Background: an optimization exercise with open tools, aiming at small area. Do not read the settings as production practice.
No functional check of the RTL was part of this run.
No activity file was given, so power comes from the tool's default toggle rates.

## flow/flow/run.sh

```bash
#!/bin/bash
# Standard ORFS layout with area-oriented knobs: ports buffered with buf_1,
# clock tree without dummy loads, power/area recovery after global route.
set -euo pipefail
bash standard.sh \
  "BUFFER_PORTS_ARGS=-buffer_cell sky130_fd_sc_hd__buf_1" \
  "CTS_ARGS=-sink_clustering_enable -repair_clock_nets -dont_use_dummy_load" \
  RECOVER_POWER=100 \
  finish > flow_make.log 2>&1
```

## flow/config.mk

```make
export PLATFORM = sky130hd
export DESIGN_NAME = SDR_tx_rx_ctr
export DESIGN_NICKNAME = SDR_tx_rx_ctr
export VERILOG_FILES = /design/flow/design.v
export SDC_FILE = /design/flow/constraint.sdc
export NUM_CORES = 4
export LEC_CHECK = 0
export CAP_MARGIN = 20
export CORE_MARGIN = 2
export CORE_UTILIZATION = 40
export PLACE_DENSITY = 0.6
export SLEW_MARGIN = 20
```

## flow/constraint.sdc

```tcl
create_clock -name core_clock -period 10.0 [get_ports {clk}]
set_input_delay 2.0000 -clock core_clock [delete_from_list [all_inputs] [get_ports {clk}]]
set_output_delay 2.0000 -clock core_clock [all_outputs]
set_load 0.01 [all_outputs]
```

## flow/design.v

```verilog
module SDR_tx_rx_ctr(
	input clk,
	input rst,
	input [20:0] tod_h,
	input [10:0] tod_l,
	input TEST_EN,
	output tx_rx_switch,
	output [7:0] read_addr_0,
	input read_ram0_en,
	input [31:0] read_data_0,
	input [9:0] data_addr_in,
	input [9:0] freq_addr_in,
	output reg [9:0] data_addr_out,
	output reg [9:0] freq_addr_out,
	output reg [31:0] Tl_r,
	output reg [15:0] Tr,
	output PTT,
	output AD_SHDN,
	output reg led1
	);
reg [3:0] ra;
reg [31:0] Tl;
reg [15:0] Tx_hi;
reg [9:0] Tx_lo;
reg [9:0] Tx_r;
reg st_idle, st_tx;        
reg sw;
reg [24:0] lfsr;
assign read_addr_0 = {4'd0, ra};
assign tx_rx_switch = sw;
assign PTT = sw;
assign AD_SHDN = 1'b0;
always @(posedge clk or posedge rst)
	if (rst)
		ra <= 4'd0;
	else if (!read_ram0_en)
		ra <= 4'd0;
	else if (ra != 4'd10)
		ra <= ra + 4'd1;
always @(posedge clk or posedge rst)
	if (rst) begin
		Tl <= 32'd0;
		Tx_hi <= 16'd0;
		Tx_lo <= 10'd0;
	end else if (TEST_EN) begin
		Tl <= 32'hFFFF0380;
		Tx_hi <= 16'h0380;
		Tx_lo <= 10'd0;
	end else if (read_ram0_en) begin
		if (ra == 4'd2) Tl <= read_data_0;
		if (ra == 4'd5) begin
			Tx_hi <= read_data_0[31:16];
			Tx_lo <= read_data_0[9:0];
		end
	end
wire tod_l0 = (tod_l == 11'd0);
wire ev = (tod_h == 21'd975) && tod_l0;
always @(posedge clk or posedge rst)
	if (rst) begin
		Tl_r <= 32'd0;
		Tr <= 16'd0;
	end else if (ev) begin
		Tl_r <= Tl;
		Tr <= Tx_hi;
	end
always @(posedge clk)
	if (ev)
		Tx_r <= Tx_lo;
function [10:0] add10;           
	input [9:0] a, b;
	integer i;
	reg c;
	begin
		c = 1'b0;
		for (i = 0; i < 10; i = i + 1) begin
			add10[i] = a[i] ^ b[i] ^ c;
			c = (a[i] & b[i]) | (c & (a[i] ^ b[i]));
		end
		add10[10] = c;
	end
endfunction
function [9:0] sub10;            
	input [9:0] a, b;
	integer i;
	reg c;
	begin
		c = 1'b1;
		for (i = 0; i < 10; i = i + 1) begin
			sub10[i] = a[i] ^ ~b[i] ^ c;
			c = (a[i] & ~b[i]) | (c & (a[i] ^ ~b[i]));
		end
	end
endfunction
function [9:0] dec10;            
	input [9:0] a;
	integer i;
	reg z;
	begin
		z = 1'b1;
		for (i = 0; i < 10; i = i + 1) begin
			dec10[i] = a[i] ^ z;
			z = z & ~a[i];
		end
	end
endfunction
wire txr0 = (Tx_r == 10'd0);
wire [9:0] Tx_begin = txr0 ? 10'd976 : dec10(Tx_r);
wire [10:0] Tx_end = add10(Tx_r, Tl_r[9:0]);
wire tod_h_hi0 = (tod_h[20:11] == 10'd0);
wire begin_hit = tod_h_hi0 && !tod_h[10] && (tod_h[9:0] == Tx_begin) && tod_l0;
wire end_hit = tod_h_hi0 && (tod_h[10:0] == Tx_end) && tod_l0;
wire hi_ff = (Tl_r[31:16] == 16'hffff);
wire lo_0 = (Tl_r[15:0] == 16'h0);
wire hold976 = (tod_h == 21'd976) && (tod_l < 11'd449);
always @(posedge clk or posedge rst)
	if (rst) begin
		st_idle <= 1'b1;
		st_tx <= 1'b0;
	end else if (st_idle) begin
		if (hi_ff) begin
			if (lo_0) begin
				st_idle <= 1'b0;
			end else if (!hold976) begin
				st_idle <= 1'b0;
				st_tx <= 1'b1;
			end
		end
	end else if (st_tx) begin
		if (end_hit) st_tx <= 1'b0;
	end else begin
		if (!lo_0 && begin_hit) st_tx <= 1'b1;
	end
wire [9:0] off = st_tx ? Tx_r : 10'd0;
always @(posedge clk or posedge rst)
	if (rst) begin
		sw <= 1'b0;
		data_addr_out <= 10'd0;
		freq_addr_out <= 10'd0;
	end else begin
		sw <= st_tx;
		data_addr_out <= sub10(data_addr_in, off);
		freq_addr_out <= sub10(freq_addr_in, off);
	end
wire led_hit = (lfsr == 25'h0126024);
always @(posedge clk or posedge rst)
	if (rst) begin
		lfsr <= 25'h024c049;
		led1 <= 1'b1;
	end else begin
		lfsr <= {lfsr[23:0], lfsr[24] ^ lfsr[21] ^ led_hit};
		if (st_idle)
			led1 <= led1 ^ led_hit;
		else
			led1 <= !st_tx;
	end
endmodule
```

## flow/standard.sh

```bash
#!/bin/bash
# synth_recipe.tcl (not shown) runs the flow's synth.tcl, then flattens the netlist and writes it again
# the make line also repeats each setting of config.mk as NAME=value (left out here)
make -C /OpenROAD-flow-scripts/flow DESIGN_CONFIG=/design/flow/config.mk WORK_HOME=/design/flow/orfs CLKGATE_MAP_FILE= SYNTH_SCRIPT=/design/flow/synth_recipe.tcl "${@:-finish}"
```

==> notes.md <==
==> critical path, delay by kind of cell <==
family        cells  cell delay, ps
simple gates      4            1650
buf+inv           3            1950
==> kinds of logic after synthesis <==
group                      Yosys count
xor gates and xnor gates            23
muxes                               50
AOI/OAI and AO/OA                   57
DFF                                169
other                                1
adders and majority gates           39
buffers and inverters               92
and+or+nand+nor                    218
==> power by group through the flow <==
stage	Sequential, W	Combinational (W)	Clock (W)
final	0.000707	0.0000759	0.000529
after global routing	0.000708	0.0000881	0.000570
after CTS	0.000707	0.0000787	0.000543
after detailed placement	0.000719	0.0000780	0
after global placement	0.000719	0.0000775	0
after floorplan	0.000721	0.0000423	0
==> synthesized netlist by cell type, drive strengths merged, types with 2 or more instances <==
cell type	number	area (um^2)
nand3	5	25.0
buf	11	86.3
nor4	12	87.6
nand2	126	473
nor2	9	33.8
mux2i	2	20.0
inv	61	229
xor2	11	96.3
fa	25	500
nor4b	4	35.0
mux2	48	574
dfstp	9	236
or4	2	18.8
dfrtp	150	3750
nand3b	23	173
a21oi	40	200
nor2b	3	18.8
and2	12	75.1
edfxtp	10	300
and3	2	12.5
o21ai	2	10.0
clkbuf	20	75.1
xnor2	12	105
a31oi	4	25.0
ha	14	175
nand4	10	62.6
nor4bb	3	30.0
o22ai	2	12.5
nor3	5	25.0
==> worst paths after layout <==
| kind | depth (start not counted) | to | slack (ps) |
|---|---|---|---|
| worst max-delay path | 7 | Tx_r[9] | 4420 |
| max in group asynchronous | 3 | Tl[17] | 5100 |
| worst min-delay path | 0 | lfsr[23] | 370 |
| worst max register to register | 19 | st_tx | 5110 |
| worst min register to register | 0 | lfsr[23] | 370 |
| min in group asynchronous | 2 | data_addr_out[8] | 2750 |
==> state kept, by name (all words and copies together), names as in the netlist <==
| signal | count |
|---|---|
| Tx_hi | 16 |
| Tl_r | 32 |
| led1 | 1 |
| st_idle | 1 |
| Tx_r | 10 |
| data_addr_out | 10 |
| Tr | 16 |
| Tx_lo | 10 |
| lfsr | 25 |
| sw | 1 |
| freq_addr_out | 10 |
| ra | 4 |
| st_tx | 1 |
| Tl | 32 |
==> stage by stage <==
| stage | setup slack [ps] | power (W) | hold slack (ps) |
|---|---|---|---|
| detailed placement | 4130 | 0.000797 | 361 |
| floorplan | 3720 | 0.000763 | 347 |
| finish | 4420 | 0.00131 | 368 |
| global route | 4050 | 0.00137 | 376 |
| global placement | 4160 | 0.000797 | 355 |
| CTS | 4560 | 0.00133 | 365 |
==> layer usage <==
| metal | GRT usage | up-vias |
|---|---|---|
| met4 | 0.0395 | 6 |
| met1 | 0.243 | 2534 |
| met2 | 0.291 | 142 |
| met3 | 0.0729 | 18 |
| li1 | - | 2444 |
| met5 | 0 | - |
==> area by class of cell <==
cell class / count / area, um^2 / area share
Antenna cell: 1 / 2.50 / 0.000286
Tap cell: 234 / 293 / 0.0334
Sequential cell: 169 / 4290 / 0.490
Timing Repair Buffer: 168 / 647 / 0.0739
Multi-Input combinational cell: 392 / 2870 / 0.327
Inverter: 61 / 230 / 0.0263
Clock buffer: 17 / 425 / 0.0486
==> results by group <==
Power
  – Sequential fraction of design power: 0.539
  – Maximum VDD drop: 0.128 mV
  – Sw frac: 0.222
  – Comb pwr share: 0.058
  – NetSw: 0.000291 W
  – P_leak: slightly below 4 nW
  – Internal: 0.00102 W
  – Clock share of power: 0.403
  – Power Density: 150 nW/um^2

Yosys
  – Yosys reg bits: 169
  – Post-Synth Simple-Gate Area: 0.143
  – Asr flop ratio synth: 0.941
  – Average cell area after synthesis: roughly 12 um^2
  – Synth Area in XOR/XNOR: 0.0266
  – Cell count after synthesis: around 650
  – Multiplexer share of the synthesized area: 0.0785
  – Synth cell types: 47
  – Largest family of logic cells by synthesized area: simple AND/OR/NAND/NOR gates
  – Post-Synth Adder-Cell Area: 0.0892
  – Main synth FF type: dfrtp_1
  – Area fraction in compound gates after synthesis: 0.0438
  – Sequential fraction of the synthesis area: 0.566
  – Post-Syn Area: 7570 um^2
  – Post-synth EDFFs: 10
  – YS warnings: 1

Route
  – Top Layer Used: met5
  – Met2 WL: 8110 um
  – DRT met1 WL: 7660 um
  – Length of the first detailed-routing pass in iterations: 6
  – Via count: 5144
  – WL final: 17300 um
  – Post-DRT Antenna Nets: 0
  – DRC Markers: 0
  – Vias/cell: roughly 4.9
  – Wire length on met3: 1390 um
  – Initial DRC Count: about 290
  – WL/cell: between 15 and 20 um

Timing
  – Slew margin rel.: -1.70
  – Final Cycle Share: 0.558
  – Hold Fails Final Rpt: 0
  – Unrepaired setup endpoints after global routing: no
  – Final Max Slew Viols: 176
  – Worst Tran Pin Value: 4020 ps
  – Setup_tns: 0 ps
  – Fin Clk Skew: 16.6 ps
  – Min Clock Period, post-route: approximately 5600 ps
  – Final setup fails: 0
  – Achievable clock frequency: 179 MHz

CTS
  – Worst-Skew Late Latency: between 400 and 500 ps
  – Post-CTS Setup Bufs: 0
  – CTS Buf Count: 17
  – Clock Path Buffers: 2
  – Root Buffer: clkbuf_16
  – Hold_buf cts: 0
  – CTS tree: done
  – CTS H-Tree Depth: 4
  – Post-CTS Resized: 0
  – CTS sink count: 169
  – Clk slew on worst S/H paths: 70 ps

Cells and area
  – Commonest non-fill, non-tap cell in the layout: buf_1
  – Non-Filler Instances: between 1000 and 1500
  – Final Core Density: 0.470
  – Commonest non-fill, non-tap cells in the layout: buf_1, dfrtp_1, nand2_1, inv_1, a21oi_1
  – Layout Nets: 936
  – Fill count: around 1800
  – Area grow syn2layout: 15.6%
  – Final Cell Area: 8750 um^2
  – Share of cells above drive strength 1: 0.0843

Setup path
  – CP Launch Type: input port
  – CP Launch Point: tod_h[14]
  – Crit-path max cell delay: 1090 ps
  – CP max FO: 49
  – Critical Setup Path Class: input port to flip-flop
  – CP cell instances: buf_1 > nor4_1 > nand3_1 > or4_1 > or4_2 > clkbuf_1 > inv_1
  – Reg2reg start: Tx_r[0]
  – CP required: 10050 ps
  – Type of destination of the critical path: flip-flop
  – CP Data Arrival Time: 5630 ps
  – Slowest CP cell: clkbuf_1

Run
  – Max-Cap Viols: 3

Status
  – SO Faults: capacitance limit, slew limit
  – Status: failed layout checks

GRT
  – First-pass GRT wire length: 28300 um
  – Vias in the first global route: 5263
  – Largest net degree at the start of global routing: 93
  – GRT Total Usage: 0.185
  – Total grt overflow: 0
  – Initial antenna violation count: 4

Placement
  – DP HPWL: 12000 um
  – Placement Cell Area: 8380 um^2
  – IO buf count: approximately 160
  – Final RePlAce weighted congestion: between 0.8 and 0.9
  – Cells after DPL: 1024

Worst hold path
  – Worst hold path type: flip-flop to flip-flop
  – Worst hold path startpoint: lfsr[22]

Floorplan
  – Core box area: around 19000 um^2
  – Std-Cell Rows: 50
  – Initial Util: 0.406
  – Die area: 20100 um^2
  – Die height: 142 um
  – Die X: 142 um
  – Boundary Pins: 168

## what the ideal ports hide
No port has a modelled driver above. Below, the same layout with a new extraction and two added sets of constraints.
Step 1 assumes that a clkbuf_16 drives the clock port and a buf_2 every other input.
Step 2 moves the port delays by t, midway between the first and last clock arrival at a register: inputs arrive t later, outputs are due t later. That takes back most of the time a late clock gives input paths.
a / b / c = ideal ports / drivers / drivers and shift; a / b = the first two.
shift t [ns]: 0.457
setup WS [ns]: 4.419 / 4.435 / 3.978
worst register clock-pin slew, ns: 0.07 / 0.07
The setup slack of this run moves by +0.016 ns with the drivers and by -0.441 ns with both steps.
